Source: an optimization exercise on an open RTL-to-GDS flow (aim: small area, a short achievable clock period and few clock cycles per item). Production flows keep margins and buffers that such runs may drop.
Function was checked by simulation only, so behaviour that the tests miss may differ from the original.
Power figures rest on the tool's default switching activity, not on a simulated workload.

## flow/design.v (module list and top-level ports; edited modules follow where they fit)
// module lzc32: 29 lines
// module lzc_grp4: 9 lines
// module fa_cell: 10 lines
// module ha_cell: 9 lines
// module booth_dec: 8 lines
// module sabcm_32x32: 1829 lines
module sabcm_32x32 (
    input clk,
    input rst_n,
    input start,
    input signed [31:0] operand_a,
    input signed [31:0] operand_b,
    output reg done,
    output wire signed [63:0] product_out,
    output wire [4:0] op_a_leading_bits,
    output wire [4:0] op_b_leading_bits
);
  // ...
==> flow/flow/run.sh <==
#!/bin/bash
set -euo pipefail
export BUFFER_PORTS_ARGS="-buffer_cell sky130_fd_sc_hd__buf_2"
bash standard.sh > standard.log 2>&1
==> flow/standard.sh <==
#!/bin/bash
# synth_recipe.tcl (not shown) runs the flow's synth.tcl, then flattens the netlist and writes it again
# the make line also repeats each setting of config.mk as NAME=value (left out here)
make -C /OpenROAD-flow-scripts/flow DESIGN_CONFIG=/design/flow/config.mk WORK_HOME=/design/flow/orfs CLKGATE_MAP_FILE= SYNTH_SCRIPT=/design/flow/synth_recipe.tcl "${@:-finish}"
==> flow/config.mk <==
export PLATFORM = sky130hd
export DESIGN_NAME = sabcm_32x32
export DESIGN_NICKNAME = sabcm_32x32
export VERILOG_FILES = /design/flow/design.v
export SDC_FILE = /design/flow/constraint.sdc
export NUM_CORES = 4
export LEC_CHECK = 0
export ABC_AREA = 1
export CAP_MARGIN = 20
export CORE_MARGIN = 2
export CORE_UTILIZATION = 40
export CTS_BUF_LIST = sky130_fd_sc_hd__clkbuf_4 sky130_fd_sc_hd__clkbuf_8
export PLACE_DENSITY = 0.7
export SETUP_SLACK_MARGIN = 4.3
export SLEW_MARGIN = 20
export SYNTH_HIERARCHICAL = 1
export SYNTH_MINIMUM_KEEP_SIZE = 0
==> flow/constraint.sdc <==
create_clock -name core_clock -period 10.0 [get_ports {clk}]
set_input_delay 2.0000 -clock core_clock [delete_from_list [all_inputs] [get_ports {clk}]]
set_output_delay 2.0000 -clock core_clock [all_outputs]
set_load 0.01 [all_outputs]
==> qor.yml, run 1 <==
cts_tree: "built"
fin_total_pwr_w: 0.00945
path_clk_slew_ps: 90
synthSimpleGateAreaFrac: 0.0628
outcome: "finished clean"
diodes: 5
ant_nets: 0
initial_core_util: 0.402
cp-startpoint: "operand_b[3]"
start_kind: "input port"
maxSlewViolCount: 0
overflow: 0
syn_inst: 2769
cts_buffers: 17
ys_async_sr_fraction: 0.00813
seq_area_frac: 0.0834
wl_met2_um: 40300
tightest_slew_ps: 982
final.period_utilization: 0.567
flops_and_latches: 123
route.met3.wl_um: 12500
coreArea_um2: 64100
switching_power_w: 0.00475
setup_viol: 0
wl_per_cell_um: 24.4
fin_util: 0.461
power_clock_w: 0.000551
cp.depth: 15
routed_wl_um: 90200
place_congestion: 0.953
ys_top_cells_by_count: "xor2_1 (562), fa_1 (472), o22ai_1 (465)"
seq_power_w: 0.00106
ys_seq_area_frac: 0.0958
dr.max_layer_used: "met5"
viasPerCell: 6.09
fp.dieW_um: 258
postCtsSetupBuffers: 33
Testbench counts, summed over its fixed seeds: cycles 2,408, items 2,400.
==> module lzc32, before the edit <==
module lzc32 (
    input wire signed [31:0] data_in,
    output wire [4:0] leading_bits
);
    wire [31:0] d = {data_in[30:0] ^ data_in[31:1], 1'b1};
    wire [7:0] nz;
    wire [15:0] c;
    genvar k;
    generate
        for (k = 0; k < 8; k = k + 1) begin : grp
            lzc_grp4 u_grp (.g(d[4*k+3:4*k]), .nz(nz[k]), .c(c[2*k+1:2*k]));
        end
    endgenerate
    wire [7:0] above;   
    assign above[7] = 1'b1;
    assign above[6] = ~nz[7];
    assign above[5] = ~(nz[7] | nz[6]);
    assign above[4] = ~(nz[7] | nz[6] | nz[5]);
    assign above[3] = ~(nz[7] | nz[6] | nz[5] | nz[4]);
    assign above[2] = above[3] & ~nz[3];
    assign above[1] = above[3] & ~(nz[3] | nz[2]);
    assign above[0] = above[3] & ~(nz[3] | nz[2] | nz[1]);
    wire [7:0] first = nz & above;
    assign leading_bits[4] = above[3];
    assign leading_bits[3] = first[5] | first[4] | first[1] | first[0];
    assign leading_bits[2] = first[6] | first[4] | first[2] | first[0];
    assign leading_bits[1] = |(first & {c[15], c[13], c[11], c[9], c[7], c[5], c[3], c[1]});
    assign leading_bits[0] = |(first & {c[14], c[12], c[10], c[8], c[6], c[4], c[2], c[0]});
endmodule
==> inputs of run 2 (changes only) <==
--- a/flow/design.v
+++ b/flow/design.v
@@ -4,43 +4,31 @@
     output wire [4:0] leading_bits
 );
     wire [31:0] d = {data_in[30:0] ^ data_in[31:1], 1'b1};
     wire [7:0] nz;
     wire [15:0] c;
     genvar k;
     generate
         for (k = 0; k < 8; k = k + 1) begin : grp
-            lzc_grp4 u_grp (.g(d[4*k+3:4*k]), .nz(nz[k]), .c(c[2*k+1:2*k]));
+            wire [3:0] g = d[4*k+3:4*k];
+            assign nz[k] = |g;
+            assign c[2*k+1] = ~(g[3] | g[2]);
+            assign c[2*k] = ~g[3] & (g[2] | ~g[1]);
         end
     endgenerate
-    wire [7:0] above;   
-    assign above[7] = 1'b1;
-    assign above[6] = ~nz[7];
-    assign above[5] = ~(nz[7] | nz[6]);
-    assign above[4] = ~(nz[7] | nz[6] | nz[5]);
-    assign above[3] = ~(nz[7] | nz[6] | nz[5] | nz[4]);
-    assign above[2] = above[3] & ~nz[3];
-    assign above[1] = above[3] & ~(nz[3] | nz[2]);
-    assign above[0] = above[3] & ~(nz[3] | nz[2] | nz[1]);
-    wire [7:0] first = nz & above;
-    assign leading_bits[4] = above[3];
-    assign leading_bits[3] = first[5] | first[4] | first[1] | first[0];
-    assign leading_bits[2] = first[6] | first[4] | first[2] | first[0];
-    assign leading_bits[1] = |(first & {c[15], c[13], c[11], c[9], c[7], c[5], c[3], c[1]});
-    assign leading_bits[0] = |(first & {c[14], c[12], c[10], c[8], c[6], c[4], c[2], c[0]});
-endmodule
-module lzc_grp4 (
-    input wire [3:0] g,
-    output wire nz,
-    output wire [1:0] c
-);
-    assign nz = |g;
-    assign c[1] = ~(g[3] | g[2]);
-    assign c[0] = ~g[3] & (g[2] | ~g[1]);
+    wire z7 = ~nz[7], z6 = ~nz[6], z5 = ~nz[5], z4 = ~nz[4];
+    wire z3 = ~nz[3], z2 = ~nz[2], z1 = ~nz[1];
+    wire hi4 = z7 & z6 & z5 & z4;
+    wire i2 = hi4;
+    wire i1 = hi4 ? (z3 & z2) : (z7 & z6);
+    wire i0 = hi4 ? (z3 & (nz[2] | z1)) : (z7 & (nz[6] | z5));
+    wire [2:0] gi = 3'd7 - {i2, i1, i0};
+    wire [1:0] lc = {c[2*gi+1], c[2*gi]};
+    assign leading_bits = {i2, i1, i0, lc};
 endmodule
 module fa_cell (
     input wire a,
     input wire b,
     input wire ci,
     output wire s,
     output wire co
 );
@@ -1079,80 +1067,192 @@
     wire s995;
     wire c996;
     wire s997;
     wire c998;
     wire s999;
     wire c1000;
     wire s1001;
     wire c1002;
-    wire one0 = operand_b[0] ^ 1'b0;
-    wire two0 = (operand_b[1] & ~operand_b[0] & ~1'b0) | (~operand_b[1] & operand_b[0] & 1'b0);
     wire neg0 = operand_b[1];
-    wire [32:0] pp0 = ({33{one0}} & a_ext) ^ ({33{two0}} & {a_ext[31:0], 1'b0}) ^ {33{neg0}};
-    wire one1 = operand_b[2] ^ operand_b[1];
-    wire two1 = (operand_b[3] & ~operand_b[2] & ~operand_b[1]) | (~operand_b[3] & operand_b[2] & operand_b[1]);
+    wire [32:0] pp0;
+    wire one_n0_0, two_n0_0;
+    booth_dec u_dec0_0 (.b({operand_b[1], operand_b[0], 1'b0}), .one_n(one_n0_0), .two_n(two_n0_0));
+    assign pp0[10:0] = ~(({11{one_n0_0}} | a_ext_n[10:0]) & ({11{two_n0_0}} | a_x2_n[10:0])) ^ {11{neg0}};
+    wire one_n0_1, two_n0_1;
+    booth_dec u_dec0_1 (.b({operand_b[1], operand_b[0], 1'b0}), .one_n(one_n0_1), .two_n(two_n0_1));
+    assign pp0[21:11] = ~(({11{one_n0_1}} | a_ext_n[21:11]) & ({11{two_n0_1}} | a_x2_n[21:11])) ^ {11{neg0}};
+    wire one_n0_2, two_n0_2;
+    booth_dec u_dec0_2 (.b({operand_b[1], operand_b[0], 1'b0}), .one_n(one_n0_2), .two_n(two_n0_2));
+    assign pp0[32:22] = ~(({11{one_n0_2}} | a_ext_n[32:22]) & ({11{two_n0_2}} | a_x2_n[32:22])) ^ {11{neg0}};
     wire neg1 = operand_b[3];
-    wire [32:0] pp1 = ({33{one1}} & a_ext) ^ ({33{two1}} & {a_ext[31:0], 1'b0}) ^ {33{neg1}};
-    wire one2 = operand_b[4] ^ operand_b[3];
-    wire two2 = (operand_b[5] & ~operand_b[4] & ~operand_b[3]) | (~operand_b[5] & operand_b[4] & operand_b[3]);
+    wire [32:0] pp1;
+    wire one_n1_0, two_n1_0;
+    booth_dec u_dec1_0 (.b({operand_b[3], operand_b[2], operand_b[1]}), .one_n(one_n1_0), .two_n(two_n1_0));
+    assign pp1[10:0] = ~(({11{one_n1_0}} | a_ext_n[10:0]) & ({11{two_n1_0}} | a_x2_n[10:0])) ^ {11{neg1}};
+    wire one_n1_1, two_n1_1;
+    booth_dec u_dec1_1 (.b({operand_b[3], operand_b[2], operand_b[1]}), .one_n(one_n1_1), .two_n(two_n1_1));
+    assign pp1[21:11] = ~(({11{one_n1_1}} | a_ext_n[21:11]) & ({11{two_n1_1}} | a_x2_n[21:11])) ^ {11{neg1}};
+    wire one_n1_2, two_n1_2;
+    booth_dec u_dec1_2 (.b({operand_b[3], operand_b[2], operand_b[1]}), .one_n(one_n1_2), .two_n(two_n1_2));
+    assign pp1[32:22] = ~(({11{one_n1_2}} | a_ext_n[32:22]) & ({11{two_n1_2}} | a_x2_n[32:22])) ^ {11{neg1}};
     wire neg2 = operand_b[5];
-    wire [32:0] pp2 = ({33{one2}} & a_ext) ^ ({33{two2}} & {a_ext[31:0], 1'b0}) ^ {33{neg2}};
-    wire one3 = operand_b[6] ^ operand_b[5];
-    wire two3 = (operand_b[7] & ~operand_b[6] & ~operand_b[5]) | (~operand_b[7] & operand_b[6] & operand_b[5]);
+    wire [32:0] pp2;
+    wire one_n2_0, two_n2_0;
+    booth_dec u_dec2_0 (.b({operand_b[5], operand_b[4], operand_b[3]}), .one_n(one_n2_0), .two_n(two_n2_0));
+    assign pp2[10:0] = ~(({11{one_n2_0}} | a_ext_n[10:0]) & ({11{two_n2_0}} | a_x2_n[10:0])) ^ {11{neg2}};
+    wire one_n2_1, two_n2_1;
+    booth_dec u_dec2_1 (.b({operand_b[5], operand_b[4], operand_b[3]}), .one_n(one_n2_1), .two_n(two_n2_1));
+    assign pp2[21:11] = ~(({11{one_n2_1}} | a_ext_n[21:11]) & ({11{two_n2_1}} | a_x2_n[21:11])) ^ {11{neg2}};
+    wire one_n2_2, two_n2_2;
+    booth_dec u_dec2_2 (.b({operand_b[5], operand_b[4], operand_b[3]}), .one_n(one_n2_2), .two_n(two_n2_2));
+    assign pp2[32:22] = ~(({11{one_n2_2}} | a_ext_n[32:22]) & ({11{two_n2_2}} | a_x2_n[32:22])) ^ {11{neg2}};
     wire neg3 = operand_b[7];
-    wire [32:0] pp3 = ({33{one3}} & a_ext) ^ ({33{two3}} & {a_ext[31:0], 1'b0}) ^ {33{neg3}};
-    wire one4 = operand_b[8] ^ operand_b[7];
-    wire two4 = (operand_b[9] & ~operand_b[8] & ~operand_b[7]) | (~operand_b[9] & operand_b[8] & operand_b[7]);
+    wire [32:0] pp3;
+    wire one_n3_0, two_n3_0;
+    booth_dec u_dec3_0 (.b({operand_b[7], operand_b[6], operand_b[5]}), .one_n(one_n3_0), .two_n(two_n3_0));
+    assign pp3[10:0] = ~(({11{one_n3_0}} | a_ext_n[10:0]) & ({11{two_n3_0}} | a_x2_n[10:0])) ^ {11{neg3}};
+    wire one_n3_1, two_n3_1;
+    booth_dec u_dec3_1 (.b({operand_b[7], operand_b[6], operand_b[5]}), .one_n(one_n3_1), .two_n(two_n3_1));
+    assign pp3[21:11] = ~(({11{one_n3_1}} | a_ext_n[21:11]) & ({11{two_n3_1}} | a_x2_n[21:11])) ^ {11{neg3}};
+    wire one_n3_2, two_n3_2;
+    booth_dec u_dec3_2 (.b({operand_b[7], operand_b[6], operand_b[5]}), .one_n(one_n3_2), .two_n(two_n3_2));
+    assign pp3[32:22] = ~(({11{one_n3_2}} | a_ext_n[32:22]) & ({11{two_n3_2}} | a_x2_n[32:22])) ^ {11{neg3}};
     wire neg4 = operand_b[9];
-    wire [32:0] pp4 = ({33{one4}} & a_ext) ^ ({33{two4}} & {a_ext[31:0], 1'b0}) ^ {33{neg4}};
-    wire one5 = operand_b[10] ^ operand_b[9];
-    wire two5 = (operand_b[11] & ~operand_b[10] & ~operand_b[9]) | (~operand_b[11] & operand_b[10] & operand_b[9]);
+    wire [32:0] pp4;
+    wire one_n4_0, two_n4_0;
+    booth_dec u_dec4_0 (.b({operand_b[9], operand_b[8], operand_b[7]}), .one_n(one_n4_0), .two_n(two_n4_0));
+    assign pp4[10:0] = ~(({11{one_n4_0}} | a_ext_n[10:0]) & ({11{two_n4_0}} | a_x2_n[10:0])) ^ {11{neg4}};
+    wire one_n4_1, two_n4_1;
+    booth_dec u_dec4_1 (.b({operand_b[9], operand_b[8], operand_b[7]}), .one_n(one_n4_1), .two_n(two_n4_1));
+    assign pp4[21:11] = ~(({11{one_n4_1}} | a_ext_n[21:11]) & ({11{two_n4_1}} | a_x2_n[21:11])) ^ {11{neg4}};
+    wire one_n4_2, two_n4_2;
+    booth_dec u_dec4_2 (.b({operand_b[9], operand_b[8], operand_b[7]}), .one_n(one_n4_2), .two_n(two_n4_2));
+    assign pp4[32:22] = ~(({11{one_n4_2}} | a_ext_n[32:22]) & ({11{two_n4_2}} | a_x2_n[32:22])) ^ {11{neg4}};
     wire neg5 = operand_b[11];
-    wire [32:0] pp5 = ({33{one5}} & a_ext) ^ ({33{two5}} & {a_ext[31:0], 1'b0}) ^ {33{neg5}};
-    wire one6 = operand_b[12] ^ operand_b[11];
-    wire two6 = (operand_b[13] & ~operand_b[12] & ~operand_b[11]) | (~operand_b[13] & operand_b[12] & operand_b[11]);
+    wire [32:0] pp5;
+    wire one_n5_0, two_n5_0;
+    booth_dec u_dec5_0 (.b({operand_b[11], operand_b[10], operand_b[9]}), .one_n(one_n5_0), .two_n(two_n5_0));
+    assign pp5[10:0] = ~(({11{one_n5_0}} | a_ext_n[10:0]) & ({11{two_n5_0}} | a_x2_n[10:0])) ^ {11{neg5}};
+    wire one_n5_1, two_n5_1;
+    booth_dec u_dec5_1 (.b({operand_b[11], operand_b[10], operand_b[9]}), .one_n(one_n5_1), .two_n(two_n5_1));
+    assign pp5[21:11] = ~(({11{one_n5_1}} | a_ext_n[21:11]) & ({11{two_n5_1}} | a_x2_n[21:11])) ^ {11{neg5}};
+    wire one_n5_2, two_n5_2;
+    booth_dec u_dec5_2 (.b({operand_b[11], operand_b[10], operand_b[9]}), .one_n(one_n5_2), .two_n(two_n5_2));
+    assign pp5[32:22] = ~(({11{one_n5_2}} | a_ext_n[32:22]) & ({11{two_n5_2}} | a_x2_n[32:22])) ^ {11{neg5}};
     wire neg6 = operand_b[13];
-    wire [32:0] pp6 = ({33{one6}} & a_ext) ^ ({33{two6}} & {a_ext[31:0], 1'b0}) ^ {33{neg6}};
-    wire one7 = operand_b[14] ^ operand_b[13];
-    wire two7 = (operand_b[15] & ~operand_b[14] & ~operand_b[13]) | (~operand_b[15] & operand_b[14] & operand_b[13]);
+    wire [32:0] pp6;
+    wire one_n6_0, two_n6_0;
+    booth_dec u_dec6_0 (.b({operand_b[13], operand_b[12], operand_b[11]}), .one_n(one_n6_0), .two_n(two_n6_0));
+    assign pp6[10:0] = ~(({11{one_n6_0}} | a_ext_n[10:0]) & ({11{two_n6_0}} | a_x2_n[10:0])) ^ {11{neg6}};
+    wire one_n6_1, two_n6_1;
+    booth_dec u_dec6_1 (.b({operand_b[13], operand_b[12], operand_b[11]}), .one_n(one_n6_1), .two_n(two_n6_1));
+    assign pp6[21:11] = ~(({11{one_n6_1}} | a_ext_n[21:11]) & ({11{two_n6_1}} | a_x2_n[21:11])) ^ {11{neg6}};
+    wire one_n6_2, two_n6_2;
+    booth_dec u_dec6_2 (.b({operand_b[13], operand_b[12], operand_b[11]}), .one_n(one_n6_2), .two_n(two_n6_2));
+    assign pp6[32:22] = ~(({11{one_n6_2}} | a_ext_n[32:22]) & ({11{two_n6_2}} | a_x2_n[32:22])) ^ {11{neg6}};
     wire neg7 = operand_b[15];
-    wire [32:0] pp7 = ({33{one7}} & a_ext) ^ ({33{two7}} & {a_ext[31:0], 1'b0}) ^ {33{neg7}};
-    wire one8 = operand_b[16] ^ operand_b[15];
-    wire two8 = (operand_b[17] & ~operand_b[16] & ~operand_b[15]) | (~operand_b[17] & operand_b[16] & operand_b[15]);
+    wire [32:0] pp7;
+    wire one_n7_0, two_n7_0;
+    booth_dec u_dec7_0 (.b({operand_b[15], operand_b[14], operand_b[13]}), .one_n(one_n7_0), .two_n(two_n7_0));
+    assign pp7[10:0] = ~(({11{one_n7_0}} | a_ext_n[10:0]) & ({11{two_n7_0}} | a_x2_n[10:0])) ^ {11{neg7}};
+    wire one_n7_1, two_n7_1;
+    booth_dec u_dec7_1 (.b({operand_b[15], operand_b[14], operand_b[13]}), .one_n(one_n7_1), .two_n(two_n7_1));
+    assign pp7[21:11] = ~(({11{one_n7_1}} | a_ext_n[21:11]) & ({11{two_n7_1}} | a_x2_n[21:11])) ^ {11{neg7}};
+    wire one_n7_2, two_n7_2;
+    booth_dec u_dec7_2 (.b({operand_b[15], operand_b[14], operand_b[13]}), .one_n(one_n7_2), .two_n(two_n7_2));
+    assign pp7[32:22] = ~(({11{one_n7_2}} | a_ext_n[32:22]) & ({11{two_n7_2}} | a_x2_n[32:22])) ^ {11{neg7}};
     wire neg8 = operand_b[17];
-    wire [32:0] pp8 = ({33{one8}} & a_ext) ^ ({33{two8}} & {a_ext[31:0], 1'b0}) ^ {33{neg8}};
-    wire one9 = operand_b[18] ^ operand_b[17];
-    wire two9 = (operand_b[19] & ~operand_b[18] & ~operand_b[17]) | (~operand_b[19] & operand_b[18] & operand_b[17]);
+    wire [32:0] pp8;
+    wire one_n8_0, two_n8_0;
+    booth_dec u_dec8_0 (.b({operand_b[17], operand_b[16], operand_b[15]}), .one_n(one_n8_0), .two_n(two_n8_0));
+    assign pp8[10:0] = ~(({11{one_n8_0}} | a_ext_n[10:0]) & ({11{two_n8_0}} | a_x2_n[10:0])) ^ {11{neg8}};
+    wire one_n8_1, two_n8_1;
+    booth_dec u_dec8_1 (.b({operand_b[17], operand_b[16], operand_b[15]}), .one_n(one_n8_1), .two_n(two_n8_1));
+    assign pp8[21:11] = ~(({11{one_n8_1}} | a_ext_n[21:11]) & ({11{two_n8_1}} | a_x2_n[21:11])) ^ {11{neg8}};
+    wire one_n8_2, two_n8_2;
+    booth_dec u_dec8_2 (.b({operand_b[17], operand_b[16], operand_b[15]}), .one_n(one_n8_2), .two_n(two_n8_2));
+    assign pp8[32:22] = ~(({11{one_n8_2}} | a_ext_n[32:22]) & ({11{two_n8_2}} | a_x2_n[32:22])) ^ {11{neg8}};
     wire neg9 = operand_b[19];
-    wire [32:0] pp9 = ({33{one9}} & a_ext) ^ ({33{two9}} & {a_ext[31:0], 1'b0}) ^ {33{neg9}};
-    wire one10 = operand_b[20] ^ operand_b[19];
-    wire two10 = (operand_b[21] & ~operand_b[20] & ~operand_b[19]) | (~operand_b[21] & operand_b[20] & operand_b[19]);
+    wire [32:0] pp9;
+    wire one_n9_0, two_n9_0;
+    booth_dec u_dec9_0 (.b({operand_b[19], operand_b[18], operand_b[17]}), .one_n(one_n9_0), .two_n(two_n9_0));
+    assign pp9[10:0] = ~(({11{one_n9_0}} | a_ext_n[10:0]) & ({11{two_n9_0}} | a_x2_n[10:0])) ^ {11{neg9}};
+    wire one_n9_1, two_n9_1;
+    booth_dec u_dec9_1 (.b({operand_b[19], operand_b[18], operand_b[17]}), .one_n(one_n9_1), .two_n(two_n9_1));
+    assign pp9[21:11] = ~(({11{one_n9_1}} | a_ext_n[21:11]) & ({11{two_n9_1}} | a_x2_n[21:11])) ^ {11{neg9}};
+    wire one_n9_2, two_n9_2;
+    booth_dec u_dec9_2 (.b({operand_b[19], operand_b[18], operand_b[17]}), .one_n(one_n9_2), .two_n(two_n9_2));
+    assign pp9[32:22] = ~(({11{one_n9_2}} | a_ext_n[32:22]) & ({11{two_n9_2}} | a_x2_n[32:22])) ^ {11{neg9}};
     wire neg10 = operand_b[21];
-    wire [32:0] pp10 = ({33{one10}} & a_ext) ^ ({33{two10}} & {a_ext[31:0], 1'b0}) ^ {33{neg10}};
-    wire one11 = operand_b[22] ^ operand_b[21];
-    wire two11 = (operand_b[23] & ~operand_b[22] & ~operand_b[21]) | (~operand_b[23] & operand_b[22] & operand_b[21]);
+    wire [32:0] pp10;
+    wire one_n10_0, two_n10_0;
+    booth_dec u_dec10_0 (.b({operand_b[21], operand_b[20], operand_b[19]}), .one_n(one_n10_0), .two_n(two_n10_0));
+    assign pp10[10:0] = ~(({11{one_n10_0}} | a_ext_n[10:0]) & ({11{two_n10_0}} | a_x2_n[10:0])) ^ {11{neg10}};
+    wire one_n10_1, two_n10_1;
+    booth_dec u_dec10_1 (.b({operand_b[21], operand_b[20], operand_b[19]}), .one_n(one_n10_1), .two_n(two_n10_1));
+    assign pp10[21:11] = ~(({11{one_n10_1}} | a_ext_n[21:11]) & ({11{two_n10_1}} | a_x2_n[21:11])) ^ {11{neg10}};
+    wire one_n10_2, two_n10_2;
+    booth_dec u_dec10_2 (.b({operand_b[21], operand_b[20], operand_b[19]}), .one_n(one_n10_2), .two_n(two_n10_2));
+    assign pp10[32:22] = ~(({11{one_n10_2}} | a_ext_n[32:22]) & ({11{two_n10_2}} | a_x2_n[32:22])) ^ {11{neg10}};
     wire neg11 = operand_b[23];
-    wire [32:0] pp11 = ({33{one11}} & a_ext) ^ ({33{two11}} & {a_ext[31:0], 1'b0}) ^ {33{neg11}};
-    wire one12 = operand_b[24] ^ operand_b[23];
-    wire two12 = (operand_b[25] & ~operand_b[24] & ~operand_b[23]) | (~operand_b[25] & operand_b[24] & operand_b[23]);
+    wire [32:0] pp11;
+    wire one_n11_0, two_n11_0;
+    booth_dec u_dec11_0 (.b({operand_b[23], operand_b[22], operand_b[21]}), .one_n(one_n11_0), .two_n(two_n11_0));
+    assign pp11[10:0] = ~(({11{one_n11_0}} | a_ext_n[10:0]) & ({11{two_n11_0}} | a_x2_n[10:0])) ^ {11{neg11}};
+    wire one_n11_1, two_n11_1;
+    booth_dec u_dec11_1 (.b({operand_b[23], operand_b[22], operand_b[21]}), .one_n(one_n11_1), .two_n(two_n11_1));
+    assign pp11[21:11] = ~(({11{one_n11_1}} | a_ext_n[21:11]) & ({11{two_n11_1}} | a_x2_n[21:11])) ^ {11{neg11}};
+    wire one_n11_2, two_n11_2;
+    booth_dec u_dec11_2 (.b({operand_b[23], operand_b[22], operand_b[21]}), .one_n(one_n11_2), .two_n(two_n11_2));
+    assign pp11[32:22] = ~(({11{one_n11_2}} | a_ext_n[32:22]) & ({11{two_n11_2}} | a_x2_n[32:22])) ^ {11{neg11}};
     wire neg12 = operand_b[25];
-    wire [32:0] pp12 = ({33{one12}} & a_ext) ^ ({33{two12}} & {a_ext[31:0], 1'b0}) ^ {33{neg12}};
-    wire one13 = operand_b[26] ^ operand_b[25];
-    wire two13 = (operand_b[27] & ~operand_b[26] & ~operand_b[25]) | (~operand_b[27] & operand_b[26] & operand_b[25]);
+    wire [32:0] pp12;
+    wire one_n12_0, two_n12_0;
+    booth_dec u_dec12_0 (.b({operand_b[25], operand_b[24], operand_b[23]}), .one_n(one_n12_0), .two_n(two_n12_0));
+    assign pp12[10:0] = ~(({11{one_n12_0}} | a_ext_n[10:0]) & ({11{two_n12_0}} | a_x2_n[10:0])) ^ {11{neg12}};
+    wire one_n12_1, two_n12_1;
+    booth_dec u_dec12_1 (.b({operand_b[25], operand_b[24], operand_b[23]}), .one_n(one_n12_1), .two_n(two_n12_1));
+    assign pp12[21:11] = ~(({11{one_n12_1}} | a_ext_n[21:11]) & ({11{two_n12_1}} | a_x2_n[21:11])) ^ {11{neg12}};
+    wire one_n12_2, two_n12_2;
+    booth_dec u_dec12_2 (.b({operand_b[25], operand_b[24], operand_b[23]}), .one_n(one_n12_2), .two_n(two_n12_2));
+    assign pp12[32:22] = ~(({11{one_n12_2}} | a_ext_n[32:22]) & ({11{two_n12_2}} | a_x2_n[32:22])) ^ {11{neg12}};
     wire neg13 = operand_b[27];
-    wire [32:0] pp13 = ({33{one13}} & a_ext) ^ ({33{two13}} & {a_ext[31:0], 1'b0}) ^ {33{neg13}};
-    wire one14 = operand_b[28] ^ operand_b[27];
-    wire two14 = (operand_b[29] & ~operand_b[28] & ~operand_b[27]) | (~operand_b[29] & operand_b[28] & operand_b[27]);
+    wire [32:0] pp13;
+    wire one_n13_0, two_n13_0;
+    booth_dec u_dec13_0 (.b({operand_b[27], operand_b[26], operand_b[25]}), .one_n(one_n13_0), .two_n(two_n13_0));
+    assign pp13[10:0] = ~(({11{one_n13_0}} | a_ext_n[10:0]) & ({11{two_n13_0}} | a_x2_n[10:0])) ^ {11{neg13}};
+    wire one_n13_1, two_n13_1;
+    booth_dec u_dec13_1 (.b({operand_b[27], operand_b[26], operand_b[25]}), .one_n(one_n13_1), .two_n(two_n13_1));
+    assign pp13[21:11] = ~(({11{one_n13_1}} | a_ext_n[21:11]) & ({11{two_n13_1}} | a_x2_n[21:11])) ^ {11{neg13}};
+    wire one_n13_2, two_n13_2;
+    booth_dec u_dec13_2 (.b({operand_b[27], operand_b[26], operand_b[25]}), .one_n(one_n13_2), .two_n(two_n13_2));
+    assign pp13[32:22] = ~(({11{one_n13_2}} | a_ext_n[32:22]) & ({11{two_n13_2}} | a_x2_n[32:22])) ^ {11{neg13}};
     wire neg14 = operand_b[29];
-    wire [32:0] pp14 = ({33{one14}} & a_ext) ^ ({33{two14}} & {a_ext[31:0], 1'b0}) ^ {33{neg14}};
-    wire one15 = operand_b[30] ^ operand_b[29];
-    wire two15 = (operand_b[31] & ~operand_b[30] & ~operand_b[29]) | (~operand_b[31] & operand_b[30] & operand_b[29]);
+    wire [32:0] pp14;
+    wire one_n14_0, two_n14_0;
+    booth_dec u_dec14_0 (.b({operand_b[29], operand_b[28], operand_b[27]}), .one_n(one_n14_0), .two_n(two_n14_0));
+    assign pp14[10:0] = ~(({11{one_n14_0}} | a_ext_n[10:0]) & ({11{two_n14_0}} | a_x2_n[10:0])) ^ {11{neg14}};
+    wire one_n14_1, two_n14_1;
+    booth_dec u_dec14_1 (.b({operand_b[29], operand_b[28], operand_b[27]}), .one_n(one_n14_1), .two_n(two_n14_1));
+    assign pp14[21:11] = ~(({11{one_n14_1}} | a_ext_n[21:11]) & ({11{two_n14_1}} | a_x2_n[21:11])) ^ {11{neg14}};
+    wire one_n14_2, two_n14_2;
+    booth_dec u_dec14_2 (.b({operand_b[29], operand_b[28], operand_b[27]}), .one_n(one_n14_2), .two_n(two_n14_2));
+    assign pp14[32:22] = ~(({11{one_n14_2}} | a_ext_n[32:22]) & ({11{two_n14_2}} | a_x2_n[32:22])) ^ {11{neg14}};
     wire neg15 = operand_b[31];
-    wire [32:0] pp15 = ({33{one15}} & a_ext) ^ ({33{two15}} & {a_ext[31:0], 1'b0}) ^ {33{neg15}};
+    wire [32:0] pp15;
+    wire one_n15_0, two_n15_0;
+    booth_dec u_dec15_0 (.b({operand_b[31], operand_b[30], operand_b[29]}), .one_n(one_n15_0), .two_n(two_n15_0));
+    assign pp15[10:0] = ~(({11{one_n15_0}} | a_ext_n[10:0]) & ({11{two_n15_0}} | a_x2_n[10:0])) ^ {11{neg15}};
+    wire one_n15_1, two_n15_1;
+    booth_dec u_dec15_1 (.b({operand_b[31], operand_b[30], operand_b[29]}), .one_n(one_n15_1), .two_n(two_n15_1));
+    assign pp15[21:11] = ~(({11{one_n15_1}} | a_ext_n[21:11]) & ({11{two_n15_1}} | a_x2_n[21:11])) ^ {11{neg15}};
+    wire one_n15_2, two_n15_2;
+    booth_dec u_dec15_2 (.b({operand_b[31], operand_b[30], operand_b[29]}), .one_n(one_n15_2), .two_n(two_n15_2));
+    assign pp15[32:22] = ~(({11{one_n15_2}} | a_ext_n[32:22]) & ({11{two_n15_2}} | a_x2_n[32:22])) ^ {11{neg15}};
     ha_cell u_s1 (.a(neg12), .b(pp0[24]), .s(s1), .co(c2));
     ha_cell u_s3 (.a(pp0[25]), .b(pp1[23]), .s(s3), .co(c4));
     fa_cell u_s5 (.a(neg13), .b(pp0[26]), .ci(pp1[24]), .s(s5), .co(c6));
     ha_cell u_s7 (.a(pp2[22]), .b(pp3[20]), .s(s7), .co(c8));
     fa_cell u_s9 (.a(pp0[27]), .b(pp1[25]), .ci(pp2[23]), .s(s9), .co(c10));
     ha_cell u_s11 (.a(pp3[21]), .b(pp4[19]), .s(s11), .co(c12));
     fa_cell u_s13 (.a(neg14), .b(pp0[28]), .ci(pp1[26]), .s(s13), .co(c14));
     fa_cell u_s15 (.a(pp2[24]), .b(pp3[22]), .ci(pp4[20]), .s(s15), .co(c16));
==> flow/config.mk (replaced) <==
export PLATFORM = sky130hd
export DESIGN_NAME = sabcm_32x32
export DESIGN_NICKNAME = sabcm_32x32
export VERILOG_FILES = /design/flow/design.v
export SDC_FILE = /design/flow/constraint.sdc
export NUM_CORES = 4
export LEC_CHECK = 0
export ABC_AREA = 1
export CAP_MARGIN = 20
export CORE_MARGIN = 2
export CORE_UTILIZATION = 55
export SETUP_SLACK_MARGIN = 4.3
export SLEW_MARGIN = 20
export SYNTH_HIERARCHICAL = 1
export SYNTH_MINIMUM_KEEP_SIZE = 0
==> qor.yml, run 2 <==
outcome: "finished clean"  # unchanged
clock-sinks: 123  # unchanged
synth_top_area_cell: "fa_1"  # unchanged
final_common_cell: "xor2_1"  # unchanged
slew_headroom: 0.236  # was 0.343
die_area_um2: 50600  # was 66,500 µm²
antenna_found_initial: 0  # was 2
viasPerCell: 6.32  # was 6.09
ir_drop_mv: 0.259  # was 0.271 mV
clock_tree.root_cell: "clkbuf_16"  # was clkbuf_8
wl_per_cell_um: 24.5  # was 24.4 µm
grt_first_pass_wirelength_um: 136000  # was 133,000 µm
crit_path_end_kind: "flip-flop"  # unchanged
grt_pass1_vias: 23400  # was 22,400
synthToLayoutAreaGrowth_pct: 13.7  # was 14.8%
syn_inst: 3001  # was 2,769
cts_tree: "built"  # unchanged
cp_common_cell: "fa_1"  # unchanged
placementRows: 81  # was 93
final_cell_mix: "xor2_1 (525), o22ai_1 (484), fa_1 (472), nand2_1 (364), inv_1 (237)"  # was xor2_1 (555), fa_1 (463), o22ai_1 (442), inv_1 (198), nand2_1 (162)
start_kind: "input port"  # unchanged
fin_total_pwr_w: 0.00990  # was 0.00945 W
largest_reg_flops: 122  # unchanged
tns_ps: 0  # unchanged
finalCriticalPeriod_ps: 5680  # was 5670 ps
drtIter0Drc: 2785  # was 2,824
arrival_ps: 6050  # was 6090 ps
ys_seq_area_frac: 0.0918  # was 0.0958
path_cells: "clkbuf_4 -> buf_12 -> xnor2_4 -> o22ai_1 -> xor2_1 -> fa_1 -> fa_1 -> fa_1 -> fa_1 -> fa_1 -> fa_1"  # was buf_6 -> buf_12 -> buf_4 -> clkinvlp_4 -> nand2_1 -> o21ai_4 -> buf_12 -> o22ai_1 -> xor2_1 -> fa_1 -> fa_1 -> fa_1 -> fa_2 -> fa_1 -> fa_1
maxCapViolCount: 0  # unchanged
cp_slowest_stage_delay_ps: 590  # was 560 ps
hold_viol: 0  # unchanged
synth_most_common_cell: "xor2_1"  # unchanged
critPathMaxFanout: 12  # was 9
diodes: 0  # was 5
tightest_slew_ps: 1140  # was 982 ps
path_class: "in -> reg"  # unchanged
ys_seq_elements: 123  # unchanged
clockBufferDepth: 2  # unchanged
initial_core_util: 0.554  # was 0.402
cellLeakagePower_nw: 13.8  # was 12.7 nW
cpLargestDelayFamily: "adder cells"  # unchanged
synth_area_leaders: "fa_1 (35%), xor2_1 (17%), o22ai_1 (12%)"  # was fa_1 (37%), xor2_1 (19%), o22ai_1 (11%)
syn_avg_cell_area_um2: 8.95  # was 9.30 µm²
coreArea_um2: 48500  # was 64,100 µm²
routed_wl_um: 90100  # was 90,200 µm
hpwlAfterDp_um: 62600  # was 60,300 µm
path_clk_slew_ps: 60  # was 90 ps
synth_ff_type: "dfxtp_1"  # unchanged
overflow: 0  # unchanged
synth_cell_types: 36  # was 39
grt_max_degree: 33  # was 65
ctsHoldBuffers: 0  # unchanged
drive_gt1_frac: 0.147  # was 0.179
synth_warnings: 7  # unchanged
crit_slowest_cell: "fa_1"  # unchanged
htreeDepth: 4  # unchanged
crit_buf_inv: 2  # was 5
ios: 142  # unchanged
synth_top_area_frac: 0.352  # was 0.367
place_congestion: 0.912  # was 0.953
drc: 0  # unchanged
fp.dieW_um: 225  # was 258 µm
cts_buffers: 17  # unchanged
grt.total_usage: 0.355  # was 0.261
multi_input_area_um2: 23000  # was 21,900 µm²
ys_top_cells_by_count: "xor2_1 (528), o22ai_1 (496), fa_1 (472)"  # was xor2_1 (562), fa_1 (472), o22ai_1 (465)
ys_async_sr_fraction: 0.00813  # unchanged
worstHoldPathType: "in -> async"  # unchanged
fillers: 4123  # was 5,851
seqCellArea_um2: 2470  # unchanged
die_h_um: 225  # was 258 µm
vias: 23200  # was 22,600
setup_viol: 0  # unchanged
firstDrtPassIters: 6  # unchanged
cp_data_required_time_ps: 10370  # was 10,420 ps
cp-startpoint: "operand_b[9]"  # was operand_b[3]
max_freq_ghz: 0.176  # about the same
netlist_area_um2: 26900  # was 25,800 µm²
final.period_utilization: 0.568  # was 0.567
synth_edf_count: 0  # unchanged
ant_nets: 0  # unchanged
rsz0062_at_grt: "true"  # was false
port-buffer-count: 141  # unchanged
maxSlewViolCount: 0  # unchanged
fin_nets: 3687  # was 3,478
p_per_area_nw_per_um2: 324  # was 320 nW/µm²
## run 2: cell types whose count changed after synthesis, moves of 22 or more
| cell | change |
|---|---|
| nand2_1 | +215 |
| o21ai_1 | +33 |
| nor2_1 | -63 |
| o22ai_1 | +31 |
| nand3_1 | +30 |
| xor2_1 | -34 |
| o21ai_0 | -28 |
| a21oi_1 | -34 |
| xnor2_1 | +69 |
| inv_1 | +22 |
## run 2: logic make-up after synthesis
logic type,share of synthesized area
other cells,0.000140
compound gates,0.143
flops,0.0918
fa+ha+maj,0.402
xor+xnor,0.200
simple gates,0.0866
buf+inv,0.0768
## run 2: path summary, 6_finish.rpt
| check | slack (ps) | cells after the start | endpoint |
|---|---|---|---|
| worst min-delay path | 1270 | 1 | done |
| min in group core_clock | 1610 | 1 | done |
| worst max-delay path | 4320 | 11 | pipe_reg[60] |
| max in group asynchronous | 8650 | 1 | done |
## run 2: final cells by class
class / count / area share
flip-flops and latches: 123 / 0.0808
well taps: 622 / 0.0255
repair buffers: 278 / 0.0896
clock inverters: 13 / 0.00508
multi-input cells: 2366 / 0.753
inverters: 254 / 0.0314
clock buffers: 19 / 0.0145
## run 2: power breakdown
part           leakage, nW  switching, W  total [W]  internal, W
clock                0.284      0.000272   0.000649     0.000377
combinational         12.4       0.00450    0.00816      0.00367
sequential            1.04      0.000133    0.00109     0.000952
total                 13.8       0.00490    0.00990      0.00500
## run 2: Yosys stat by module, one instance, submodules excluded
module	cells	area (µm²)
booth_dec	6	28.8
fa_cell	1	20.0
ha_cell	1	12.5
lzc32	181	877
sabcm_32x32	1866	14300
## run 2: repair_timing
action,4_1_cts,5_1_grt
pin swaps,7,29
gates cloned,13,11
resized for setup,124,110
setup endpoints to repair,67,50
setup buffers,7,52
## run 2: through the flow
step	hold WS, ps	util	cells	area (µm²)	setup slack, ps
floorplan	1700	-	3009	26900	4390
global placement	1770	0.571	3560	27700	3010
detailed placement	1780	0.571	3560	27700	3030
CTS	1230	0.605	3612	29400	4300
global route	1250	0.629	3675	30500	4280
finish	1270	0.629	3675	30500	4320
## run 2: per-layer routing
metal | wire length, µm | part of all wire | track usage | vias to the layer above
li1 | - | - | - | 9986
met4 | 4600 | 0.051 | 0.156 | 0
met3 | 8910 | 0.099 | 0.0741 | 281
met2 | 42200 | 0.47 | 0.574 | 1439
met5 | 0 | 0 | 0 | -
met1 | 34300 | 0.38 | 0.462 | 11500
Testbench counts of run 2, summed over its fixed seeds: cycles 2,408, items 2,400.
==> inputs of run 3 (changes only) <==
--- a/flow/config.mk
+++ b/flow/config.mk
@@ -10,4 +10,5 @@
 export CORE_MARGIN = 2
-export CORE_UTILIZATION = 55
-export SETUP_SLACK_MARGIN = 4.3
+export CORE_UTILIZATION = 50
+export CTS_BUF_LIST = sky130_fd_sc_hd__clkbuf_4 sky130_fd_sc_hd__clkbuf_8
+export SETUP_SLACK_MARGIN = 4.2
 export SLEW_MARGIN = 20
==> qor.yml, run 3 <==
synth_area_leaders: "fa_1 (35%), xor2_1 (17%), o22ai_1 (12%)"  # unchanged
critPathMaxFanout: 16  # was 12
hpwlAfterDp_um: 62600  # about the same
routed_wl_um: 89000  # was 90,100 µm
cts_buffers: 17  # unchanged
netlist_area_um2: 26900  # unchanged
ys_async_sr_fraction: 0.00813  # unchanged
hold_viol: 0  # unchanged
vias: 23100  # was 23,200
coreArea_um2: 52900  # was 48,500 µm²
wl_per_cell_um: 23.9  # was 24.5 µm
die_h_um: 236  # was 225 µm
final_cells: 3721  # was 3,675
slew_headroom: 0.197  # was 0.236
synth_edf_count: 0  # unchanged
finalCriticalPeriod_ps: 5760  # was 5680 ps
arrival_ps: 6210  # was 6050 ps
final.period_utilization: 0.576  # was 0.568
final_cell_mix: "xor2_1 (527), o22ai_1 (496), fa_1 (472), nand2_1 (381), inv_1 (237)"  # was xor2_1 (525), o22ai_1 (484), fa_1 (472), nand2_1 (364), inv_1 (237)
cellLeakagePower_nw: 13.4  # was 13.8 nW
fin_total_pwr_w: 0.00973  # was 0.00990 W
synth_top_area_frac: 0.352  # unchanged
outcome: "finished clean"  # unchanged
grt_first_pass_wirelength_um: 135000  # was 136,000 µm
maxCapViolCount: 0  # unchanged
cts_tree: "built"  # unchanged
maxSlewViolCount: 0  # unchanged
syn_inst: 3001  # unchanged
htreeDepth: 4  # unchanged
syn_avg_cell_area_um2: 8.95  # unchanged
overflow: 0  # unchanged
place_congestion: 0.925  # was 0.912
worstHoldPathType: "in -> async"  # unchanged
grt_max_degree: 40  # was 33
fin_nets: 3666  # was 3,687
port-buffer-count: 141  # unchanged
grt_pass1_vias: 23300  # was 23,400
start_kind: "input port"  # unchanged
ios: 142  # unchanged
crit_path_end_kind: "flip-flop"  # unchanged
synthToLayoutAreaGrowth_pct: 10.7  # was 13.7%
rsz0062_at_grt: "true"  # unchanged
die_area_um2: 55600  # was 50,600 µm²
p_per_area_nw_per_um2: 327  # was 324 nW/µm²
cp_data_required_time_ps: 10450  # was 10,370 ps
multi_input_area_um2: 22600  # was 23,000 µm²
placementRows: 84  # was 81
ys_seq_area_frac: 0.0918  # unchanged
tns_ps: 0  # unchanged
clockBufferDepth: 2  # unchanged
ys_top_cells_by_count: "xor2_1 (528), o22ai_1 (496), fa_1 (472)"  # unchanged
path_class: "in -> reg"  # unchanged
clock_tree.root_cell: "clkbuf_8"  # was clkbuf_16
ant_nets: 0  # unchanged
max_freq_ghz: 0.174  # was 0.176 GHz
drive_gt1_frac: 0.127  # was 0.147
clock-sinks: 123  # unchanged
fp.dieW_um: 236  # was 225 µm
initial_core_util: 0.508  # was 0.554
path_clk_slew_ps: 90  # was 60 ps
tightest_slew_ps: 1200  # was 1140 ps
drc: 0  # unchanged
ys_seq_elements: 123  # unchanged
dp_cells: 3624  # was 3,560
largest_reg_flops: 122  # unchanged
drtIter0Drc: 2533  # was 2,785
ir_drop_mv: 0.296  # was 0.259 mV
viasPerCell: 6.20  # was 6.32
dp_slack_ps: 3020  # was 3030 ps
seqCellArea_um2: 2470  # unchanged
synth_warnings: 7  # unchanged
firstDrtPassIters: 8  # was 6
layout_setup_ws_ps: 4240  # was 4320 ps
synth_top_area_cell: "fa_1"  # unchanged
synth_ff_type: "dfxtp_1"  # unchanged
final_common_cell: "xor2_1"  # unchanged
antenna_found_initial: 3  # was 0
synth_most_common_cell: "xor2_1"  # unchanged
grt.total_usage: 0.317  # was 0.355
fillers: 4766  # was 4,123
synth_cell_types: 36  # unchanged
setup_viol: 0  # unchanged
==> run 3: cell counts after synthesis <==
No cell type changed its count.
==> run 3: where the power goes <==
part	internal, W	switching (W)
Clock	0.000190	0.000279
Sequential	0.000951	0.000133
Combinational	0.00365	0.00452
Total	0.00480	0.00493
==> run 3: Yosys stat by module, one instance, submodules excluded <==
| module | flip-flops and latches | times used | cells |
|---|---|---|---|
| ha_cell | 0 | 42 | 1 |
| sabcm_32x32 | 123 | 1 | 1866 |
| fa_cell | 0 | 443 | 1 |
| booth_dec | 0 | 48 | 6 |
| lzc32 | 0 | 2 | 181 |
==> run 3: logic make-up after synthesis <==
group	Yosys count	share of synthesized area
AOI/OAI and AO/OA	619	0.143
adders and majority gates	580	0.402
buffers and inverters	522	0.0768
xor gates and xnor gates	613	0.200
and+or+nand+nor	543	0.0866
other	1	0.000140
DFF	123	0.0918
==> run 3: layer usage <==
metal	global-route usage	part of all wire
met1	0.413	0.39
met2	0.510	0.47
met3	0.0680	0.10
met4	0.140	0.041
met5	0	0.0021
==> run 3: timing repair <==
action	CTS	global route
gates cloned	9	10
setup endpoints to repair	55	35
setup buffers	8	35
hold buffers	0	0
pin swaps	5	11
gates resized for setup	85	66
==> run 3: worst max path at each step <==
| stage | to | depth (start not counted) | start | slack, ps |
|---|---|---|---|---|
| 6_report | pipe_reg[60] | 11 | operand_b[23] | 4240 |
| 5_1_grt | pipe_reg[62] | 13 | operand_b[0] | 4180 |
| 4_1_cts | op_b_leading_bits[0] | 15 | operand_b[3] | 4180 |
| 3_5_place_dp | pipe_reg[64] | 13 | operand_b[13] | 3020 |
| 3_3_place_gp | pipe_reg[64] | 13 | operand_b[13] | 3040 |
| 2_1_floorplan | pipe_reg[64] | 10 | operand_b[5] | 4390 |
==> run 3: worst max-delay path, cell delays in order <==
cell and delay (ps):
buf_8 150, buf_16 160, buf_4 200, xnor2_2 760
o22ai_1 250, xor2_1 210, fa_1 500, fa_1 550
fa_1 440, fa_1 530, fa_1 420
==> run 3: layout make-up <==
class                      count  share of cell area
multi-input combinational   2366               0.762
sequential                   123              0.0830
timing repair buffer         257              0.0809
inverter                     254              0.0321
tap                          688              0.0289
clock buffer                  17             0.00787
clock inverter                15             0.00560
antenna                        1           0.0000842
==> run 3: per-stage QoR <==
step | hold slack (ps) | utilization | cell area, µm²
floorplan | 1700 | - | 26900
detailed placement | 1780 | 0.526 | 27800
CTS | 1120 | 0.546 | 28900
finish | 1180 | 0.562 | 29700
global placement | 1770 | 0.525 | 27800
global route | 1150 | 0.562 | 29700
==> inputs of run 4 (changes only) <==
--- a/flow/config.mk
+++ b/flow/config.mk
@@ -10,5 +10,6 @@
 export CORE_MARGIN = 2
-export CORE_UTILIZATION = 50
+export CORE_UTILIZATION = 40
 export CTS_BUF_LIST = sky130_fd_sc_hd__clkbuf_4 sky130_fd_sc_hd__clkbuf_8
-export SETUP_SLACK_MARGIN = 4.2
+export PLACE_DENSITY = 0.7
+export SETUP_SLACK_MARGIN = 4.3
 export SLEW_MARGIN = 20
==> qor.yml, run 4 <==
outcome: "finished clean"  # unchanged
clock_tree.root_cell: "clkbuf_8"  # unchanged
fp.dieW_um: 263  # was 236 µm
tightest_slew_ps: 1170  # was 1200 ps
ys_top_cells_by_count: "xor2_1 (528), o22ai_1 (496), fa_1 (472)"  # unchanged
syn_inst: 3001  # unchanged
fin_nets: 3647  # was 3,666
arrival_ps: 6110  # was 6210 ps
overflow: 0  # unchanged
drtIter0Drc: 2709  # was 2,533
largest_reg_flops: 122  # unchanged
crit_path_end_kind: "flip-flop"  # unchanged
path_class: "in -> reg"  # unchanged
netlist_area_um2: 26900  # unchanged
setup_viol: 0  # unchanged
grt_pass1_vias: 22100  # was 23,300
cp_data_required_time_ps: 10430  # was 10,450 ps
synth_area_leaders: "fa_1 (35%), xor2_1 (17%), o22ai_1 (12%)"  # unchanged
drc: 0  # unchanged
final_cells: 3886  # was 3,721
cellLeakagePower_nw: 13.3  # was 13.4 nW
vias: 22700  # was 23,100
viasPerCell: 5.83  # was 6.20
grt_first_pass_wirelength_um: 130000  # was 135,000 µm
grt_max_degree: 34  # was 40
synthMuxAreaShare: 0  # unchanged
dp_cells: 3802  # was 3,624
synth_edf_count: 0  # unchanged
max_freq_ghz: 0.176  # was 0.174 GHz
ys_async_sr_fraction: 0.00813  # unchanged
die_area_um2: 69300  # was 55,600 µm²
grt.total_usage: 0.242  # was 0.317
cts_tree: "built"  # unchanged
place_congestion: 0.975  # was 0.925
worstHoldPathType: "in -> async"  # unchanged
ios: 142  # unchanged
htreeDepth: 4  # unchanged
synth_top_area_frac: 0.352  # unchanged
start_kind: "input port"  # unchanged
synth_top_family_by_area: "adder cells"  # unchanged
maxSlewViolCount: 0  # unchanged
ctsHoldBuffers: 0  # unchanged
synth-adder-area-share: 0.402  # unchanged
final.period_utilization: 0.568  # was 0.576
rsz0062_at_grt: "true"  # unchanged
syn_avg_cell_area_um2: 8.95  # unchanged
synth_most_common_cell: "xor2_1"  # unchanged
clock-sinks: 123  # unchanged
drive_gt1_frac: 0.136  # was 0.127
p_per_area_nw_per_um2: 325  # was 327 nW/µm²
synth_top_area_cell: "fa_1"  # unchanged
final_cell_mix: "xor2_1 (526), o22ai_1 (495), fa_1 (472), nand2_1 (359), inv_1 (231)"  # was xor2_1 (527), o22ai_1 (496), fa_1 (472), nand2_1 (381), inv_1 (237)
slew_headroom: 0.215  # was 0.197
synth_xor_area_frac: 0.200  # unchanged
placementRows: 95  # was 84
tns_ps: 0  # unchanged
antenna_found_initial: 3  # unchanged
wl_per_cell_um: 21.7  # was 23.9 µm
synth_compound_area_frac: 0.143  # unchanged
final_common_cell: "xor2_1"  # unchanged
ys_seq_area_frac: 0.0918  # unchanged
path_clk_slew_ps: 80  # was 90 ps
synth_warnings: 7  # unchanged
synthToLayoutAreaGrowth_pct: 11.6  # was 10.7%
hpwlAfterDp_um: 61200  # was 62,600 µm
ant_nets: 0  # unchanged
clockBufferDepth: 2  # unchanged
synth_ff_type: "dfxtp_1"  # unchanged
cts_buffers: 17  # unchanged
ys_seq_elements: 123  # unchanged
ir_drop_mv: 0.275  # was 0.296 mV
critPathMaxFanout: 13  # was 16
synth_cell_types: 36  # unchanged
initial_core_util: 0.402  # was 0.508
routed_wl_um: 84200  # was 89,000 µm
maxCapViolCount: 0  # unchanged
port-buffer-count: 141  # unchanged
synthSimpleGateAreaFrac: 0.0866  # unchanged
finalCriticalPeriod_ps: 5680  # was 5760 ps
hold_viol: 0  # unchanged
firstDrtPassIters: 5  # was 8
die_h_um: 263  # was 236 µm
coreArea_um2: 66800  # was 52,900 µm²
run 4: changes by cell type in the layout (fill, tap and decap cells not counted), sizes merged:
cell | before | now
buf | 232 | 217
bufbuf | 7 | 5
bufinv | 0 | 2
clkinv | 4 | 3
clkinvlp | 0 | 12
diode | 1 | 2
inv | 265 | 248
run 4: kinds of logic (layout without fill, tap and decap cells):
logic type | Yosys count | after routing
compound gates | 619 | 620
xor+xnor | 613 | 613
fa+ha+maj | 580 | 580
buf+inv | 522 | 522
flops | 123 | 123
other cells | 1 | 11
simple gates | 543 | 544
run 4: worst paths after layout:
| path | start | end | slack [ps] | depth (start not counted) |
|---|---|---|---|---|
| max in group asynchronous | rst_n | done | 8730 | 1 |
| setup / recovery | operand_b[16] | pipe_reg[82] | 4320 | 9 |
| min in group core_clock | start | done | 1540 | 1 |
| hold / removal | rst_n | done | 1190 | 1 |
run 4: what timing repair did:
action | 4_1_cts | 5_1_grt
endpoints found under the setup margin | 60 | 71
gates cloned | 10 | 7
resized for setup | 86 | 156
setup buffers | 7 | 28
endpoints found under the hold margin | 0 | 0
pin swaps | 6 | 34
run 4: report_power, final:
| group | internal (W) | switching, W | leakage (nW) |
|---|---|---|---|
| clock network | 0.000260 | 0.000217 | 0.206 |
| registers | 0.000952 | 0.000138 | 1.04 |
| logic | 0.00365 | 0.00455 | 12.0 |
| total | 0.00486 | 0.00490 | 13.3 |
run 4: final cells by class:
class / instances / area, µm²
diodes: 2 / 5.00
clock buffers: 24 / 324
clock inverters: 6 / 85.1
fillers: 6352 / 36800
inverters: 254 / 985
multi-input cells: 2366 / 22900
flip-flops and latches: 123 / 2470
well taps: 873 / 1090
repair buffers: 233 / 2090
repair inverters: 5 / 27.5
run 4: modules after synthesis, one instance, submodules excluded:
module / cell area (µm²) / flops+latches / cells inside
booth_dec: 28.8 / 0 / 6
fa_cell: 20.0 / 0 / 1
ha_cell: 12.5 / 0 / 1
lzc32: 877 / 0 / 181
sabcm_32x32: 14300 / 123 / 1866
run 4: per-stage QoR:
step	util	total power [W]	area [µm²]	setup slack [ps]	hold WS, ps
floorplan	-	0.00669	26900	4390	1700
global placement	0.418	0.00897	27900	3180	1780
detailed placement	0.419	0.00930	28000	3160	1780
CTS	0.434	0.00985	29000	4240	1130
global route	0.449	0.0110	30000	4190	1150
finish	0.449	0.00976	30000	4320	1190
run 4: worst max-delay path, stage by stage:
cell      delay [ps]
clkbuf_4         260
xnor2_1          850
o22ai_1          270
xor2_1           250
fa_1             490
fa_1             590
fa_1             450
fa_1             520
fa_1             420
run 4: routing by layer:
layer / vias up / GRT usage / share of wire
met1: 11100 / 0.318 / 0.38
met4: 2 / 0.0913 / 0.041
met5: - / 0 / 0.00015
met3: 228 / 0.0581 / 0.11
li1: 9926 / - / -
met2: 1440 / 0.386 / 0.46
==> inputs of run 5 (changes only) <==
--- a/flow/config.mk
+++ b/flow/config.mk
@@ -13,3 +13,3 @@
 export PLACE_DENSITY = 0.7
-export SETUP_SLACK_MARGIN = 4.3
+export SETUP_SLACK_MARGIN = 4.45
 export SLEW_MARGIN = 20
==> qor.yml, run 5 <==
outcome: "finished clean"  # unchanged
maxCapViolCount: 0  # unchanged
swShare: 0.502  # about the same
hpwlAfterDp_um: 61500  # was 61,200 µm
ctsHoldBuffers: 0  # unchanged
synthToLayoutAreaGrowth_pct: 16.2  # was 11.6%
synth_area_leaders: "fa_1 (35%), xor2_1 (17%), o22ai_1 (12%)"  # unchanged
place_congestion: 0.969  # was 0.975
tightest_slew_ps: 1080  # was 1170 ps
htreeDepth: 4  # unchanged
synth_edf_count: 0  # unchanged
syn_avg_cell_area_um2: 8.95  # unchanged
cts_tree: "built"  # unchanged
worstHoldPathType: "in -> async"  # unchanged
clock_tree.root_cell: "clkbuf_8"  # unchanged
slew_headroom: 0.276  # was 0.215
maxSlewViolCount: 0  # unchanged
overflow: 0  # unchanged
max_freq_ghz: 0.179  # was 0.176 GHz
hold_viol: 0  # unchanged
tns_ps: 0  # unchanged
firstDrtPassIters: 9  # was 5
die_h_um: 263  # unchanged
power_frac_seq: 0.109  # was 0.112
fin_nets: 3695  # was 3,647
synth_most_common_cell: "xor2_1"  # unchanged
fin_total_pwr_w: 0.00997  # was 0.00976 W
cts_buffers: 17  # unchanged
rsz0062_at_grt: "true"  # unchanged
comb_power_share: 0.840  # about the same
ys_top_cells_by_count: "xor2_1 (528), o22ai_1 (496), fa_1 (472)"  # unchanged
internal_power_w: 0.00496  # was 0.00486 W
coreArea_um2: 66800  # unchanged
critPathMaxFanout: 13  # unchanged
final.period_utilization: 0.558  # was 0.568
fin_util: 0.467  # was 0.449
port-buffer-count: 141  # unchanged
antenna_found_initial: 2  # was 3
synth_ff_type: "dfxtp_1"  # unchanged
switching_power_w: 0.00501  # was 0.00490 W
ios: 142  # unchanged
ys_seq_area_frac: 0.0918  # unchanged
path_clk_slew_ps: 90  # was 80 ps
p_clk_frac: 0.051  # was 0.049
fp.dieW_um: 263  # unchanged
setup_viol: 0  # unchanged
placed_area_um2: 28000  # about the same
placementRows: 95  # unchanged
grt_pass1_vias: 22700  # was 22,100
drive_gt1_frac: 0.172  # was 0.136
die_area_um2: 69300  # unchanged
layout_setup_ws_ps: 4420  # was 4320 ps
drtIter0Drc: 3258  # was 2,709
grt_max_degree: 34  # unchanged
initial_core_util: 0.402  # unchanged
crit_path_end_kind: "flip-flop"  # unchanged
grt_first_pass_wirelength_um: 133000  # was 130,000 µm
ys_seq_elements: 123  # unchanged
ant_nets: 0  # unchanged
ys_async_sr_fraction: 0.00813  # unchanged
cp_data_required_time_ps: 10430  # about the same
finalCriticalPeriod_ps: 5580  # was 5680 ps
start_kind: "input port"  # unchanged
vias: 23400  # was 22,700
grt.total_usage: 0.247  # was 0.242
final_common_cell: "xor2_1"  # unchanged
synth_cell_types: 36  # unchanged
viasPerCell: 5.94  # was 5.83
arrival_ps: 6010  # was 6110 ps
synth_top_area_cell: "fa_1"  # unchanged
clock-sinks: 123  # unchanged
final_cell_mix: "xor2_1 (522), o22ai_1 (490), fa_1 (469), nand2_1 (337), inv_1 (220)"  # was xor2_1 (526), o22ai_1 (495), fa_1 (472), nand2_1 (359), inv_1 (231)
p_per_area_nw_per_um2: 319  # was 325 nW/µm²
cellLeakagePower_nw: 13.8  # was 13.3 nW
syn_inst: 3001  # unchanged
ir_drop_mv: 0.281  # was 0.275 mV
clockBufferDepth: 2  # unchanged
dp_slack_ps: 3160  # about the same
netlist_area_um2: 26900  # unchanged
largest_reg_flops: 122  # unchanged
synth_warnings: 7  # unchanged
path_class: "in -> reg"  # unchanged
routed_wl_um: 88900  # was 84,200 µm
drc: 0  # unchanged
wl_per_cell_um: 22.6  # was 21.7 µm
finalInstanceArea_um2: 31200  # was 30,000 µm²
synth_top_area_frac: 0.352  # unchanged
## run 5: cell counts after synthesis
No cell type changed its count.
## run 5: per-stage QoR
step,std cells,hold slack (ps)
after global placement,3800,1770
after CTS,3868,1110
after floorplan,3009,1700
after global routing,3936,1140
final,3936,1190
after detailed placement,3802,1780
## run 5: metal layers
layer,track usage,up-vias,part of all wire
met2,0.386,1642,0.45
li1,-,10000,-
met5,0,-,0
met4,0.111,0,0.057
met1,0.320,11400,0.37
met3,0.0684,370,0.12
## run 5: final cells by class
type / instances / area, µm²
multi-input combinational: 2370 / 23300
inverter: 254 / 1030
tap: 873 / 1090
clock buffer: 20 / 275
timing repair buffer: 277 / 2870
timing repair inverter: 5 / 27.5
sequential: 123 / 2470
antenna: 2 / 5.00
clock inverter: 12 / 160
fill: 6172 / 35600
## run 5: what timing repair did
| item | in CTS | in global routing |
|---|---|---|
| gates resized for setup | 157 | 228 |
| endpoints found under the setup margin | 82 | 73 |
| setup buffers | 17 | 51 |
| pin swaps | 15 | 53 |
| gates cloned | 17 | 15 |
## run 5: how the worst max path moves through the flow
stage	from	to	slack, ps	cells past startpoint
2_1_floorplan	operand_b[6]	pipe_reg[64]	4450	12
3_3_place_gp	operand_b[1]	pipe_reg[56]	3240	11
3_5_place_dp	operand_b[1]	pipe_reg[56]	3160	11
4_1_cts	operand_b[29]	op_b_leading_bits[0]	4430	15
5_1_grt	operand_b[9]	op_b_leading_bits[1]	4350	15
6_report	operand_b[8]	pipe_reg[58]	4420	11
## run 5: cells by family (layout without fill, tap and decap cells)
family / count (synthesis) / after routing / synth area share
and+or+nand+nor: 543 / 548 / 0.0866
buffers and inverters: 522 / 568 / 0.0768
adders and majority gates: 580 / 580 / 0.402
xor gates and xnor gates: 613 / 613 / 0.200
other: 1 / 11 / 0.000140
DFF: 123 / 123 / 0.0918
AOI/OAI and AO/OA: 619 / 620 / 0.143
## run 5: critical path: stages
cell and delay, ps:
clkbuf_4 240, o21ai_1 190, nand2_2 190, o22ai_1 230
xor2_1 300, fa_1 540, fa_1 530, fa_1 430
fa_1 390, fa_1 510, fa_1 430
## run 5: power groups by stage
stage                     sequential [W]  combinational, W  clock, W
after floorplan                  0.00106           0.00563         0
after global placement           0.00110           0.00787         0
after global routing             0.00112           0.00957  0.000545
after CTS                        0.00109           0.00837  0.000531
final                            0.00109           0.00837  0.000505
after detailed placement         0.00110           0.00821         0
## run 5: Yosys stat by module, one instance, submodules excluded
| module | cell area [µm²] | cells | copies in the design | flip-flops and latches |
|---|---|---|---|---|
| lzc32 | 877 | 181 | 2 | 0 |
| fa_cell | 20.0 | 1 | 443 | 0 |
| sabcm_32x32 | 14300 | 1866 | 1 | 123 |
| booth_dec | 28.8 | 6 | 48 | 0 |
| ha_cell | 12.5 | 1 | 42 | 0 |
==> inputs of run 6 (changes only) <==
--- a/flow/config.mk
+++ b/flow/config.mk
@@ -12,4 +12,4 @@
 export CTS_BUF_LIST = sky130_fd_sc_hd__clkbuf_4 sky130_fd_sc_hd__clkbuf_8
-export PLACE_DENSITY = 0.7
-export SETUP_SLACK_MARGIN = 4.45
+export PLACE_DENSITY = 0.85
+export SETUP_SLACK_MARGIN = 4.3
 export SLEW_MARGIN = 20
==> qor.yml, run 6 <==
outcome: "finished clean"  # unchanged
cts_tree: "built"  # unchanged
placementRows: 95  # unchanged
die_area_um2: 69300  # unchanged
grt_pass1_vias: 23700  # was 22,700
synth_ff_type: "dfxtp_1"  # unchanged
cp_data_required_time_ps: 10450  # was 10,430 ps
wl_per_cell_um: 22.7  # was 22.6 µm
hold_viol: 0  # unchanged
crit_slowest_cell: "clkinvlp_2"  # was fa_1
ys_seq_elements: 123  # unchanged
synth_warnings: 7  # unchanged
dp_cells: 3802  # unchanged
antenna_found_initial: 1  # was 2
grt_max_degree: 52  # was 34
ios: 142  # unchanged
cts_buffers: 17  # unchanged
drive_gt1_frac: 0.142  # was 0.172
final_cell_mix: "xor2_1 (524), o22ai_1 (493), fa_1 (472), nand2_1 (364), inv_1 (231)"  # was xor2_1 (522), o22ai_1 (490), fa_1 (469), nand2_1 (337), inv_1 (220)
cp_common_cell: "fa_1"  # unchanged
cellLeakagePower_nw: 13.4  # was 13.8 nW
place_congestion: 0.938  # was 0.969
tns_ps: 0  # unchanged
start_kind: "input port"  # unchanged
ys_top_cells_by_count: "xor2_1 (528), o22ai_1 (496), fa_1 (472)"  # unchanged
crit_path_end_kind: "flip-flop"  # unchanged
fin_total_pwr_w: 0.0100  # was 0.00997 W
final.period_utilization: 0.573  # was 0.558
syn_avg_cell_area_um2: 8.95  # unchanged
finalCriticalPeriod_ps: 5730  # was 5580 ps
grt.total_usage: 0.246  # was 0.247
grt_first_pass_wirelength_um: 133000  # about the same
synth_cell_types: 36  # unchanged
path_cells: "buf_4 -> clkinvlp_2 -> o22ai_1 -> xor2_1 -> fa_1 -> fa_1 -> fa_1 -> fa_1 -> fa_1"  # was clkbuf_4 -> o21ai_1 -> nand2_2 -> o22ai_1 -> xor2_1 -> fa_1 -> fa_1 -> fa_1 -> fa_1 -> fa_1 -> fa_1
overflow: 0  # unchanged
ys_seq_area_frac: 0.0918  # unchanged
path_clk_slew_ps: 80  # was 90 ps
maxSlewViolCount: 0  # unchanged
largest_reg_flops: 122  # unchanged
hpwlAfterDp_um: 61500  # about the same
tightest_slew_ps: 1090  # was 1080 ps
setup_viol: 0  # unchanged
netlist_area_um2: 26900  # unchanged
port-buffer-count: 141  # unchanged
final_cells: 3895  # was 3,936
clock-sinks: 123  # unchanged
critPathMaxFanout: 16  # was 13
vias: 23900  # was 23,400
die_h_um: 263  # unchanged
## run 6: cell count changes in the layout (fill, tap and decap cells not counted), moves of 7 or more
cell	delta
nand2_2	-18
nand2_1	+27
buf_4	-26
buf_6	-14
xnor2_4	-7
nand2_4	-12
inv_1	+11
buf_2	+15
## run 6: cell families (layout without fill, tap and decap cells)
family                     Yosys count  in the layout  share of synthesized area
DFF                                123            123                     0.0918
and+or+nand+nor                    543            544                     0.0866
AOI/OAI and AO/OA                  619            619                      0.143
other                                1             11                   0.000140
buffers and inverters              522            532                     0.0768
xor gates and xnor gates           613            613                      0.200
adders and majority gates          580            580                      0.402
## run 6: final cells by class
type	instances	area, µm²	area share
diodes	2	5.00	0.000165
clock buffers	22	290	0.00959
clock inverters	7	92.6	0.00306
inverters	254	981	0.0324
multi-input cells	2365	22900	0.757
flip-flops and latches	123	2470	0.0815
well taps	873	1090	0.0361
repair buffers	246	2400	0.0794
repair inverters	3	15.0	0.000496
## run 6: per-stage QoR
step	setup WS, ps	hold slack (ps)	utilization
5_1_grt	4220	1140	0.453
2_1_floorplan	4390	1700	-
6_report	4270	1180	0.453
3_5_place_dp	3100	1780	0.419
3_3_place_gp	3190	1770	0.418
4_1_cts	4250	1110	0.437
## run 6: layer usage
metal / GRT usage / wire (µm) / vias to the layer above
met5: 0 / 0 / -
met4: 0.140 / 5980 / 0
met3: 0.0752 / 12500 / 530
met2: 0.386 / 39800 / 1970
met1: 0.300 / 30100 / 11500
li1: - / - / 9924
## run 6: report_power, final
| group | switching (W) | total [W] | internal, W |
|---|---|---|---|
| Clock | 0.000226 | 0.000467 | 0.000241 |
| Combinational | 0.00472 | 0.00845 | 0.00374 |
| Sequential | 0.000137 | 0.00109 | 0.000952 |
| Total | 0.00508 | 0.0100 | 0.00493 |
## run 6: worst max path at each step
stage / startpoint / endpoint / slack [ps] / depth (start not counted)
finish: operand_a[18] / pipe_reg[46] / 4270 / 9
global route: operand_b[13] / op_b_leading_bits[1] / 4220 / 14
CTS: operand_b[13] / op_b_leading_bits[0] / 4250 / 13
detailed placement: operand_b[13] / pipe_reg[68] / 3100 / 12
global placement: operand_b[13] / pipe_reg[68] / 3190 / 12
floorplan: operand_b[5] / pipe_reg[64] / 4390 / 10
## run 6: worst max-delay path: cells and delay by family
| family | cells | cell delay (ps) |
|---|---|---|
| compound gates | 1 | 540 |
| xor+xnor | 1 | 230 |
| fa+ha+maj | 5 | 2360 |
| buf+inv | 2 | 1030 |
## run 6: per-module statistics from Yosys (local to each module, per instance)
module / times used / cells / flip-flops and latches / cell area (µm²)
booth_dec: 48 / 6 / 0 / 28.8
fa_cell: 443 / 1 / 0 / 20.0
ha_cell: 42 / 1 / 0 / 12.5
lzc32: 2 / 181 / 0 / 877
sabcm_32x32: 1 / 1866 / 123 / 14300
## run 6: what timing repair did
item	4_1_cts	5_1_grt
buffers inserted	12	31
gates resized for setup	103	136
endpoints found under the setup margin	63	60
pin swaps	6	30
cloned	10	9

Check on run 6: ideal ports give 4.267 ns setup slack; a clkbuf_16 on the clock port and buf_2 on the inputs give 4.078 ns; moving port delays by the midpoint clock arrival (0.628 ns) as well gives 3.630 ns.
